Source: an optimization exercise on an open RTL-to-GDS flow (aim: small area). Production flows keep margins and buffers that such runs may drop.
Function was checked by simulation only, so behaviour that the tests miss may differ from the original.

File: flow/config.mk
export PLATFORM = sky130hd
export DESIGN_NAME = datapath_32
export DESIGN_NICKNAME = datapath_32
export VERILOG_FILES = /design/flow/design.v
export SDC_FILE = /design/flow/constraint.sdc
export NUM_CORES = 8
export LEC_CHECK = 0
export CAP_MARGIN = 20
export CORE_MARGIN = 2
export CORE_UTILIZATION = 40
export SETUP_SLACK_MARGIN = 3
export SLEW_MARGIN = 20
File: flow/constraint.sdc
create_clock -name core_clock -period 135.0 [get_ports {clk}]
set_input_delay 27.0000 -clock core_clock [delete_from_list [all_inputs] [get_ports {clk}]]
set_output_delay 27.0000 -clock core_clock [all_outputs]
set_load 0.01 [all_outputs]
File: flow/design.v
`timescale 1ns / 1ps
module datapath_32(input clk,rst,
  output [31:0]imem_addr,input [31:0]imem_data,
  output [31:0]dmem_addr,output [31:0]dmem_wdata,output dmem_we,input [31:0]dmem_rdata,
  output halted,
  output retire_valid,output [31:0]retire_pc,output retire_we,output [4:0]retire_rd,output [31:0]retire_data);
wire [31:0]wb,mwb,addr_out,rs_out,alu_in,data;
wire [31:0]addr_in,sign_out2,sign_o;
wire wr,rd,w,alusrc,alu_zero,mem_reg,branch,hlt;
wire [1:0]signer,reg_dst,jump,label;
wire [4:0]reg_in;
wire [31:0] aluout,data_in,data_out,rd_out,sign_out,hlouts,writeback;
wire [5:0]alu_con;
wire [5:0]ALUop;
wire [31:0]sign_out3,shbr,adbr,brout,sout_jump,jumpout,h_out,wb2;
wire [25:0]sign_jump;
wire [27:0]s_jump;
wire bout,hiw,low;
wire hlsel,hlwr,hldb;
reg halt_r,halt_q;
assign imem_addr=addr_out;
assign data=imem_data;
pc program_counter(jumpout,addr_out,clk,rst,hlt);
adder add(addr_out,addr_in);
mux5 muxy(data[20:16],data[15:11],data[25:21],reg_in,reg_dst);
mux32_3 muxaddr(wb,addr_in,hlouts,mwb,label);
register_bank ragis(w,clk,data[25:21],data[20:16],reg_in,rst,mwb,rs_out,rd_out);
sign_ex ji(data[15:0],sign_out);
shift_2b tbit(sign_out,shbr);
sign_ex_2 su(data[9:5],sign_out2);
sign_exld ldse(data[20:0],sign_out3);
mux32_3 muxsign(sign_out,sign_out2,sign_out3,sign_o,signer);
mux32 muxalu(rd_out,sign_o,alu_in,alusrc);
mux32 muxbr(addr_in,adbr,brout,bout);
adderbr bitlu(addr_in,shbr,adbr);
and a1(bout,branch,alu_zero);
concat cons(s_jump,addr_in[31:28],sout_jump);
shift_jump tjump(data[25:0],s_jump);
mux32_3 jump_mux(brout,sout_jump,rs_out,jumpout,jump);
ALU_control aluc(data[5:0],ALUop,alu_con,clk);
ALU alum(rs_out,alu_in,aluout,alu_con,alu_zero,wb2);
data_mem dmem(rst,clk,wr,rd,aluout,rd_out,data_out,dmem_addr,dmem_wdata,dmem_we,dmem_rdata);
mux32 muxdata(aluout,data_out,wb,mem_reg);
control_path cp(clk,data[31:26],branch,reg_dst,hlt,jump,rd,mem_reg,signer,ALUop,wr,alusrc,w,label,hlsel,hlwr,hldb);
hilo hregs(clk,rst,hlsel,hlwr,hldb,hlouts,wb,wb2);
reg ret_v,ret_we;
reg [31:0]ret_pc,ret_data;
reg [4:0]ret_rd;
always@(posedge clk)
if(rst) begin
halt_r<=0; halt_q<=0; ret_v<=0;
end
else begin
if(hlt) halt_r<=1;
halt_q<=halt_r;
ret_v<=~halt_r;
end
always@(posedge clk) begin
ret_pc<=addr_out;
ret_we<=w;
ret_rd<=reg_in;
ret_data<=mwb;
end
assign halted=halt_q;
assign retire_valid=ret_v;
assign retire_pc=ret_pc;
assign retire_we=ret_we;
assign retire_rd=ret_rd;
assign retire_data=ret_data;
endmodule
module pc(input [31:0]addr_in,output reg [31:0]addr_out,input clk,rst,hlt);
always@(posedge clk) 
if(rst) addr_out<=0;
else begin 
 if(hlt) addr_out<=addr_out;
else addr_out<=addr_in;
end
endmodule
module adder(input [31:0]addr,output [31:0]addr_o);
assign addr_o=addr+4;
endmodule
module adderbr(input [31:0]adrs,input [31:0]br,output [31:0]adout);
assign adout=adrs+br;
endmodule
module sign_ex_2(input [4:0]ins,output [31:0]outs);
assign outs={26'b0,ins};
endmodule
module concat(input [27:0]ins,input [3:0]d,output [31:0]outs);
assign outs={d,ins};
endmodule
module data_mem(input rst,input clk,input wr,input rd,input [31:0]addr,input [31:0]data,output [31:0]data_out,
output [31:0]maddr,output [31:0]mwdata,output mwe,input [31:0]mrdata);
assign maddr=addr;
assign mwdata=data;
assign mwe=wr&~rst;
assign data_out=(rd==1)?mrdata:0;
endmodule
module mux32(input [31:0]a,input [31:0]b,output [31:0]outs,input sel);
assign outs=sel?b:a;
endmodule
module mux32_3(input [31:0]a,b,c,output reg [31:0]outs,input [1:0]sel);
always@(*)
begin
case(sel)
0:outs=a;
1:outs=b;
2:outs=c;
default:outs=0;
endcase
end
endmodule
module mux5(input [4:0]a,input [4:0]b,input [4:0]c,output reg [4:0]outs,input [1:0]sel);
always@(*)
begin
case(sel)
0:outs=a;
1:outs=b;
2:outs=c;
default:outs=0;
endcase
end
endmodule
module ALU(input [31:0]a,b,output reg [31:0]outs,input [5:0]sel,output reg aluzero,output reg [31:0]wb2);
always@(*)
begin
wb2=0;
case(sel)
6'b000001:begin outs=a+b;aluzero=0; end   
6'b000010:begin outs=a-b;aluzero=0; end   
6'b000011:begin outs=a&b;aluzero=0;       end  
6'b000100:begin outs=a|b;aluzero=0; end 
6'b000101:begin outs=a^b;aluzero=0; end 
6'b000110:begin outs=~a;aluzero=0; end 
6'b010000:begin aluzero=(a==b)?1:0; outs=0; end 
6'b010001:begin aluzero=(a!=b)?1:0; outs=0; end  
6'b010010:begin aluzero=(a>b)?1:0; outs=0;end  
6'b010011:begin aluzero=(a>=b)?1:0; outs=0; end  
6'b010100:begin aluzero=(a<b)?1:0; outs=0; end  
6'b010101:begin aluzero=(a<=b)?1:0; outs=0; end  
6'b000111:begin aluzero=0;outs=0; end 
6'b001000:begin aluzero=0; outs=a<<b;end 
6'b001001:begin aluzero=0; outs=a*b;end 
6'b001010:begin aluzero=0;outs=(b==0)?32'hffffffff:a/b;end 
6'b001011:begin aluzero=0; outs=a>>b; end 
6'b001111:begin aluzero=0; outs=b+0; end  
6'b111000:begin aluzero=0; {outs,wb2}=a*b; end   
6'b111001:begin aluzero=0; outs=(b==0)?a:a%b; wb2=(b==0)?32'hffffffff:a/b; end  
6'b110000:begin aluzero=0; outs=(a<b)?1:0;end    
6'b011001:begin aluzero=0; outs=b<<16;end   
default:begin outs=0; aluzero=0; end 
endcase
end
endmodule
module ALU_control(input [5:0]func,input [5:0]ALUop,output reg [5:0]outs,input clk);
wire [11:0]alu;
assign alu={ALUop,func};
always@(*)
begin
    outs=6'b000000;
    casex(alu) 
    12'b000000000001:outs=6'b000001;    
    12'b000000000010:outs=6'b000010;    
    12'b000000000011:outs=6'b000011;    
    12'b000000000100:outs=6'b000100;    
    12'b000000000101:outs=6'b000101;    
    12'b000000000110:outs=6'b000110;    
    12'b000000001000:outs=6'b001000;    
    12'b000000001001:outs=6'b001001;    
    12'b000000001010:outs=6'b001010;    
    12'b000000001011:outs=6'b001011;    
    12'b000001xxxxxx:outs=6'b000001;    
    12'b000010xxxxxx:outs=6'b000010;    
    12'b000011xxxxxx:outs=6'b000011;    
    12'b000100xxxxxx:outs=6'b000100;    
    12'b000101xxxxxx:outs=6'b000101;    
    12'b001111xxxxxx:outs=6'b001111;    
    12'b010000xxxxxx:outs=6'b010000;    
    12'b010001xxxxxx:outs=6'b010001;    
    12'b010010xxxxxx:outs=6'b010010;    
    12'b010011xxxxxx:outs=6'b010011;    
    12'b010100xxxxxx:outs=6'b010100;    
    12'b010101xxxxxx:outs=6'b010101;    
    12'b111000000001:outs=6'b111000;    
    12'b111000000010:outs=6'b111001;    
    12'b000000110000:outs=6'b110000;     
    12'b101111xxxxxx:outs=6'b110000;     
    12'b011001xxxxxx:outs=6'b011001;     
    endcase
end
endmodule
module sign_ex(input [15:0]ex,output[31:0]ou);
assign ou={16'b0000000000000000,ex};
endmodule
module sign_exld(input [20:0]ins,output [31:0]outs);
assign outs={11'b00000000000,ins};
endmodule
module shift_2b(input [31:0]ins,output [31:0]outs);
assign outs=ins<<2;
endmodule
module shift_jump(input [25:0]ins,output [27:0]outs);
assign outs=ins<<2;
endmodule
module hilo(input clk,input rst,input sel,input wr,double,output [31:0]outs,input [31:0]writeback,wb2);
reg [31:0]hi;
reg [31:0]lo;
always@(posedge clk)
begin
if(rst) begin
hi<=32'h32; lo<=32'h16;
end
else begin
if(double) begin
hi<=writeback;
lo<=wb2;
end
else begin
if(sel)begin
if(wr) hi<=writeback;
else hi<=hi;
end 
else begin
if(wr) lo<=writeback;
else lo<=lo;
end
end
end
end
assign outs=sel?hi:lo;
endmodule
module register_bank(input w,input clk,input [4:0]rs1,input [4:0]rt,input [4:0]rd,input rst,input [31:0]wb,output [31:0]rsout,output [31:0]rdout);
reg [31:0]mem[31:0];
reg [31:0]hi;
reg [31:0]lo;
always@(posedge clk)
begin
if(rst)begin
mem[0]<=1;
mem[1]<=2;
mem[2]<=32'hffff_ffff;
mem[3]<=4;
mem[4]<=5;
mem[5]<=6;
mem[6]<=7;
mem[7]<=32'h22222222;
end
else begin
if(w==1) begin
mem[rd]<=wb;
end
end
end
assign rsout=mem[rs1];
assign rdout=mem[rt];
endmodule
module control_path(input clk,input [5:0]opcode,output reg branch,output reg [1:0]regdest,output reg hlt,output reg [1:0]jump,output reg memrd,memreg,output reg [1:0]signer,output reg [5:0]ALUop,output reg memwr,ALUsrc,regwrite,output reg [1:0]label,output reg hlsel,hlwr,hldb);
always@(*) begin
hlsel<=0; hlwr<=0; hldb<=0;
case(opcode)
6'b000000:begin    
regdest<=1;
signer<=0;
jump<=0;
branch<=0;
ALUsrc<=0;
ALUop<=6'b000000;
memreg<=0;
regwrite<=1;
memrd<=0;
memwr<=0;
hlt<=0;
label<=0;
end
6'b111000:begin    
regdest<=1;
signer<=0;
jump<=0;
branch<=0;
ALUsrc<=0;
ALUop<=6'b111000;
memreg<=0;
regwrite<=0;
memrd<=0;
memwr<=0;
hlt<=0;
label<=0;
hldb<=1;
end
6'b000001:begin    
regdest<=0;
branch<=0;
jump<=0;
signer<=0;
ALUsrc<=0;
ALUop<=0;
memreg<=0;
regwrite<=1;
memrd<=0;
memwr<=0;
hlt<=0;
label<=0;
end
6'b000010:begin    
regdest<=1;
branch<=0;
jump<=0;
signer<=1;
ALUsrc<=1;
ALUop<=0;
memreg<=0;
regwrite<=1;
memrd<=0;
memwr<=0;
hlt<=0;
label<=0;
end
6'b000011:begin     
regdest<=0;
branch<=0;
signer<=0;
jump<=0;
ALUsrc<=1;
ALUop<=1;
memreg<=0;
regwrite<=1;
memrd<=0;
memwr<=0;
hlt<=0;label<=0;
end
6'b000100:begin    
regdest<=0;
branch<=0;
jump<=0;
signer<=0;
ALUsrc<=1;
ALUop<=2;
memreg<=0;
regwrite<=1;
memrd<=0;
memwr<=0;
hlt<=0;label<=0;
end
6'b000101:begin    
regdest<=0;
branch<=0;
jump<=0;
signer<=0;
ALUsrc<=1;
ALUop<=3;
memreg<=0;
regwrite<=1;
memrd<=0;
memwr<=0;
hlt<=0;label<=0;
end
6'b000110: begin    
regdest<=0;
branch<=0;
jump<=0;
signer<=0;
ALUsrc<=1;
ALUop<=4;
memreg<=0;
regwrite<=1;
memrd<=0;
memwr<=0;
hlt<=0;label<=0;
end
6'b000111: begin   
regdest<=0;
branch<=0;
jump<=0;
signer<=0;
ALUsrc<=1;
ALUop<=5;
memreg<=0;
regwrite<=1;
memrd<=0;
memwr<=0;
hlt<=0;label<=0;
end
6'b101111:begin   
regdest<=0;
branch<=0;
jump<=0;
signer<=0;
ALUsrc<=1;
ALUop<=6'b101111;
memreg<=0;
regwrite<=1;
memrd<=0;
memwr<=0;
hlt<=0;
label<=0;
end
6'b001000:begin    
regdest<=0;
branch<=0;
jump<=0;
signer<=0;
ALUsrc<=1;
ALUop<=1;
memreg<=1;
regwrite<=1;
memrd<=1;
memwr<=0;
hlt<=0;label<=0;
end
6'b001001:begin    
regdest<=0;
branch<=0;
jump<=0;
signer<=0;
ALUsrc<=1;
ALUop<=1;
memreg<=0;
regwrite<=0;
memrd<=0;
memwr<=1;
hlt<=0;label<=0;
end
6'b001010:begin    
regdest<=2;
branch<=0;
jump<=0;
signer<=2;
ALUsrc<=1;
ALUop<=6'b001111;   
memreg<=0;
regwrite<=1;
memrd<=0;
memwr<=0;
hlt<=0;label<=0;
end
6'b011001: begin   
regdest<=2;
branch<=0;
jump<=0;
signer<=2;
ALUsrc<=1;
ALUop<=6'b011001;   
memreg<=0;
regwrite<=1;
memrd<=0;
memwr<=0;
hlt<=0;label<=0;
end
6'b001100: begin   
regdest<=2;
branch<=0;
jump<=0;
signer<=0;
ALUsrc<=0;
ALUop<=6'b001100;   
memreg<=0;
regwrite<=1;
memrd<=0;
memwr<=0;
hlt<=0;label<=1;
end
6'b001011:begin   
regdest<=2;
branch<=0;
jump<=0;
signer<=0;
ALUsrc<=0;
ALUop<=6'b001111;
memreg<=0;
regwrite<=1;
memrd<=0;
memwr<=0;
hlt<=0;label<=0;
end
6'b010000:begin    
regdest<=0;
branch<=1;
jump<=0;
signer<=0;
ALUsrc<=0;
ALUop<=6'b010000;
memreg<=0;
regwrite<=0;
memrd<=0;
memwr<=0;
hlt<=0;label<=0;
end
6'b010001:begin    
regdest<=0;
branch<=1;
jump<=0;
signer<=0;
ALUsrc<=0;
ALUop<=6'b010001;
memreg<=0;
regwrite<=0;
memrd<=0;
memwr<=0;
hlt<=0;label<=0;
end
6'b010010: begin    
regdest<=0;
branch<=1;
jump<=0;
signer<=0;
ALUsrc<=0;
ALUop<=6'b010010;
memreg<=0;
regwrite<=0;
memrd<=0;
memwr<=0;
hlt<=0;label<=0;
end
6'b010011:begin    
regdest<=0;
branch<=1;
jump<=0;
signer<=0;
ALUsrc<=0;
ALUop<=6'b010011;
memreg<=0;
regwrite<=0;
memrd<=0;
memwr<=0;
hlt<=0;label<=0;
end
6'b010100: begin   
regdest<=0;
branch<=1;
jump<=0;
signer<=0;
ALUsrc<=0;
ALUop<=6'b010100;
memreg<=0;
regwrite<=0;
memrd<=0;
memwr<=0;
hlt<=0;label<=0;
end
6'b010101:begin   
regdest<=0;
branch<=1;
jump<=0;
signer<=0;
ALUsrc<=0;
ALUop<=6'b010101;
memreg<=0;
regwrite<=0;
memrd<=0;
memwr<=0;
hlt<=0;label<=0;
end
6'b100000:begin    
regdest<=0;
branch<=0;
jump<=1;
signer<=0;
ALUsrc<=0;
ALUop<=0;
memreg<=0;
regwrite<=0;
memrd<=0;
memwr<=0;
hlt<=0;label<=0;
end
6'b100001:begin     
regdest<=0;
branch<=0;
jump<=2;
signer<=0;
ALUsrc<=0;
ALUop<=0;
memreg<=0;
regwrite<=0;
memrd<=0;
memwr<=0;
hlt<=0;label<=0;
end
6'b100011:begin   
regdest<=2;
branch<=0;
jump<=0;
signer<=0;
ALUsrc<=0;
ALUop<=6'b100011;
memreg<=0;
regwrite<=1;
memrd<=0;
memwr<=0;
hlt<=0;label<=2;
hlsel<=1;  hlwr<=0;
hldb<=0;
end
6'b100100:begin    
regdest<=2;
branch<=0;
jump<=0;
signer<=0;
ALUsrc<=0;
ALUop<=6'b100011;
memreg<=0;
regwrite<=1;
memrd<=0;
memwr<=0;
hlt<=0;label<=2;
hlsel<=0;  hlwr<=0;
hldb<=0;
end
6'b111111: begin    
regdest<=0;
branch<=0;
jump<=0;
signer<=0;
ALUsrc<=0;
ALUop<=0;
memreg<=0;
regwrite<=0;
memrd<=0;
memwr<=0;
hlt<=1;label<=0;
end
default: begin
regdest<=0;
branch<=0;
jump<=0;
signer<=0;
ALUsrc<=0;
ALUop<=6'b0;
memreg<=0;
regwrite<=0;
memrd<=0;
memwr<=0;
hlt<=0;label<=0;
end
endcase
end
endmodule
File: flow/run.sh
#!/bin/bash
# synth_recipe.tcl (not shown) runs the flow's synth.tcl, then flattens the netlist and writes it again
# the make line also repeats each setting of config.mk as NAME=value (left out here)
make -C /OpenROAD-flow-scripts/flow DESIGN_CONFIG=/design/flow/config.mk WORK_HOME=/design/flow/orfs CLKGATE_MAP_FILE= SYNTH_SCRIPT=/design/flow/synth_recipe.tcl finish
==> impl_metrics.csv <==
group,metric,value,unit
status,status,"no timing/DRC/antenna violations",
critical_path,cpMostUsedCell,"buf_4",
hold_path,min_path_type,"reg2reg",
critical_path,start_kind,"input pin",
die,die_w,575,µm
timing,min_period,129.87,ns
global_route,grt_pass1_wl,932000,µm
drt,vias_per_cell,6.51,
die,rows,209,
logic_synthesis,synth_cell_type_count,120,
critical_path,required,108.00,ns
finish,syn2layout_area_growth,14.6,%
critical_path,critPathSlowestCell,"or4b_2",
timing,fin_hold_ws,0.412,ns
logic_synthesis,synth_area_per_cell,9.39,µm²
logic_synthesis,dominantRegCellSynth,"edfxtp_1",
finish,largest_reg_flops,1024,
logic_synthesis,yosys_warnings,9,
global_route,grtUsageTotal,0.401,
finish,fillers,31300,
global_route,grt_antenna_before_repair,85,
finish,postLayoutCellArea,149000,µm²
clock_network,cts_sinks,1193,
critical_path,worstSetupEndpoint,"dmem_addr[30]",
timing,setup_viol,0,
clock_network,cts-root-buf,"clkbuf_16",
die,start_util,0.402,
place,place_area,141000,µm²
drt,wl_per_cell,36.4,µm
timing,tightest_slew,1.35,ns
timing,relSlewSlack,0.0939,
finish,fin_nets,16200,
logic_synthesis,ys_seq_area_frac,0.262,
timing,fmax,7.70,MHz
critical_path,reg2reg_depth,346,
critical_path,r2r-start,"ragis.mem[27][6]$_DFFE_PP_",
drt,num_vias,122000,
die,die_h,575,µm
finish,final_common_cell,"nand2_1",
global_route,grt_pass1_vias,117000,
drt,ant_nets,0,
global_route,overflow,0,
timing,rsz0062_at_grt,"no",
critical_path,rr_endpoint,"ragis.mem[17][4]$_DFFE_PP_",
clock_network,hold_buffers,0,
global_route,grt_max_degree,71,
finish,drive_gt1_frac,0.155,
run,maxCapViolCount,0,
logic_synthesis,synth_seq_cells,1193,
timing,finalClockSkew,0.102,ns
clock_network,worstSkewPairLatency,0.89,ns
drt,drt_iter0_markers,16100,
die,core_area,324000,µm²
place,io_buffers,234,
drt,wirelength,683000,µm
logic_synthesis,synth-edff-count,1024,
drt,drt-pass1-iter-count,9,
clock_network,cts_tree,"built",
critical_path,cp_max_fo,38,
die,dieArea,331000,µm²
timing,fin_crit_sh,0.962,
logic_synthesis,synthesis.area,130000,µm²
clock_network,h-tree-depth,4,
logic_synthesis,syn-instance-count,13900,
critical_path,path_class,"in2out",
clock_network,clock_path_buffers,4,
place,post-dp-hpwl,504000,µm
place,gp_congestion,1.12,
timing,drv_slew,0,
logic_synthesis,async_flop_share,0,
logic_synthesis,syn-num-nets,15800,
critical_path,critical_path.endpoint_type,"output port",
clock_network,cts.clk_slew.worst_paths,0.06,ns
critical_path,setup.worst_path.start,"imem_data[16]",
critical_path,rrSetupSlack,57.33,ns
critical_path,cp_data_arrival_time,102.87,ns
finish,layout_common_cells,"1599 x nand2_1, 1316 x inv_1, 1214 x nor2_1",
critical_path,critPathMaxStageDelay,0.69,ns
clock_network,cts_buffers,139,
drt,drcViolationCount,0,
die,boundaryPins,235,
timing,hold_viol_final,0,
## how the worst min path moves through the flow
stage | start | endpoint | slack (ns) | depth (start not counted)
2_1_floorplan | program_counter.addr_out[17]$_SDFFE_PP0P_ | ret_pc[17]$_DFF_P_ | 0.39 | 0
3_3_place_gp | program_counter.addr_out[14]$_SDFFE_PP0P_ | ret_pc[14]$_DFF_P_ | 0.42 | 0
3_5_place_dp | program_counter.addr_out[14]$_SDFFE_PP0P_ | ret_pc[14]$_DFF_P_ | 0.41 | 0
4_1_cts | program_counter.addr_out[14]$_SDFFE_PP0P_ | ret_pc[14]$_DFF_P_ | 0.42 | 0
5_1_grt | program_counter.addr_out[14]$_SDFFE_PP0P_ | ret_pc[14]$_DFF_P_ | 0.43 | 0
6_report | program_counter.addr_out[14]$_SDFFE_PP0P_ | ret_pc[14]$_DFF_P_ | 0.41 | 0
## critical path: cells and delay by family
family	cells	cell delay, ns
mux	4	1.13
compound gates	168	35.57
buf+inv	43	8.26
simple gates	103	21.32
xor+xnor	2	0.48
fa+ha+maj	31	8.83
## cell families after synthesis
group,Yosys count,share of synthesized area
buffers and inverters,2163,0.0662
XOR/XNOR,452,0.0304
AO/OA/AOI/OAI,3051,0.157
AND/OR/NAND/NOR,4197,0.143
adder cells (fa/ha/maj),1808,0.225
flip-flops,1193,0.262
multiplexers,1030,0.117
## through the flow
step	setup slack (ns)	cells	utilization	TNS (ns)
6_report	5.13	18800	0.461	0
4_1_cts	3.03	18600	0.452	0
3_5_place_dp	-3.81	18400	0.435	-101.77
3_3_place_gp	-3.41	18400	0.435	-87.16
2_1_floorplan	3.03	13900	-	0
5_1_grt	2.42	18800	0.461	0
## cell type report
type	count	area, µm²	area share
multi-input cells	10500	90700	0.607
flip-flops and latches	1193	34100	0.228
repair buffers	1094	9480	0.0634
well taps	4325	5410	0.0362
inverters	1355	5090	0.0341
clock buffers	176	3790	0.0254
clock inverters	56	771	0.00516
diodes	49	123	0.000820
## metal layers
metal,vias to the layer above,wire (µm),track usage
li1,50500,-,-
met1,61500,251000,0.497
met2,8123,285000,0.588
met3,2124,79400,0.112
met4,48,66400,0.318
met5,-,306,0
## cell usage after synthesis, types with 189 or more instances
| master | count | area [µm²] |
|---|---|---|
| nor3_1 | 302 | 1510 |
| xnor2_1 | 276 | 2420 |
| inv_1 | 1326 | 4980 |
| clkbuf_1 | 496 | 1860 |
| mux4_2 | 383 | 8630 |
| a21o_1 | 241 | 1810 |
| nand2_1 | 1620 | 6080 |
| ha_1 | 908 | 11400 |
| fa_1 | 900 | 18000 |
| mux2i_1 | 537 | 5380 |
| a22oi_1 | 241 | 1810 |
| o21ai_0 | 482 | 2410 |
| nor2_1 | 1276 | 4790 |
| nand3_1 | 230 | 1150 |
| a21oi_1 | 788 | 3940 |
| edfxtp_1 | 1024 | 30700 |
| o21a_1 | 189 | 1420 |
## what timing repair did
item | in CTS | in global routing
pin swaps | 13 | 102
buffers inserted | 16 | 103
gates cloned | 4 | 9
gates resized for setup | 151 | 381
endpoints found under the setup margin | 32 | 32

[what the ideal ports hide]
Ports are ideal in the flow. The routed layout listed here was re-timed in OpenROAD. Step 1 assumes that a clkbuf_16 drives the clock port and a buf_2 every other input. Step 2 also shifts input and output timing later by t, the mid clock arrival at the registers, as if the neighbouring blocks saw the same clock. a / b / c = ideal / step 1 / step 2; a / b = the first two.
shift t [ns]: 0.928
setup slack, ns: 5.135 / 4.967 / 4.967
pins driven straight from the clock port: 1
After both steps this run still meets setup and hold. For this run, drivers alone change the setup slack by -0.168 ns; drivers and shift together by -0.168 ns.
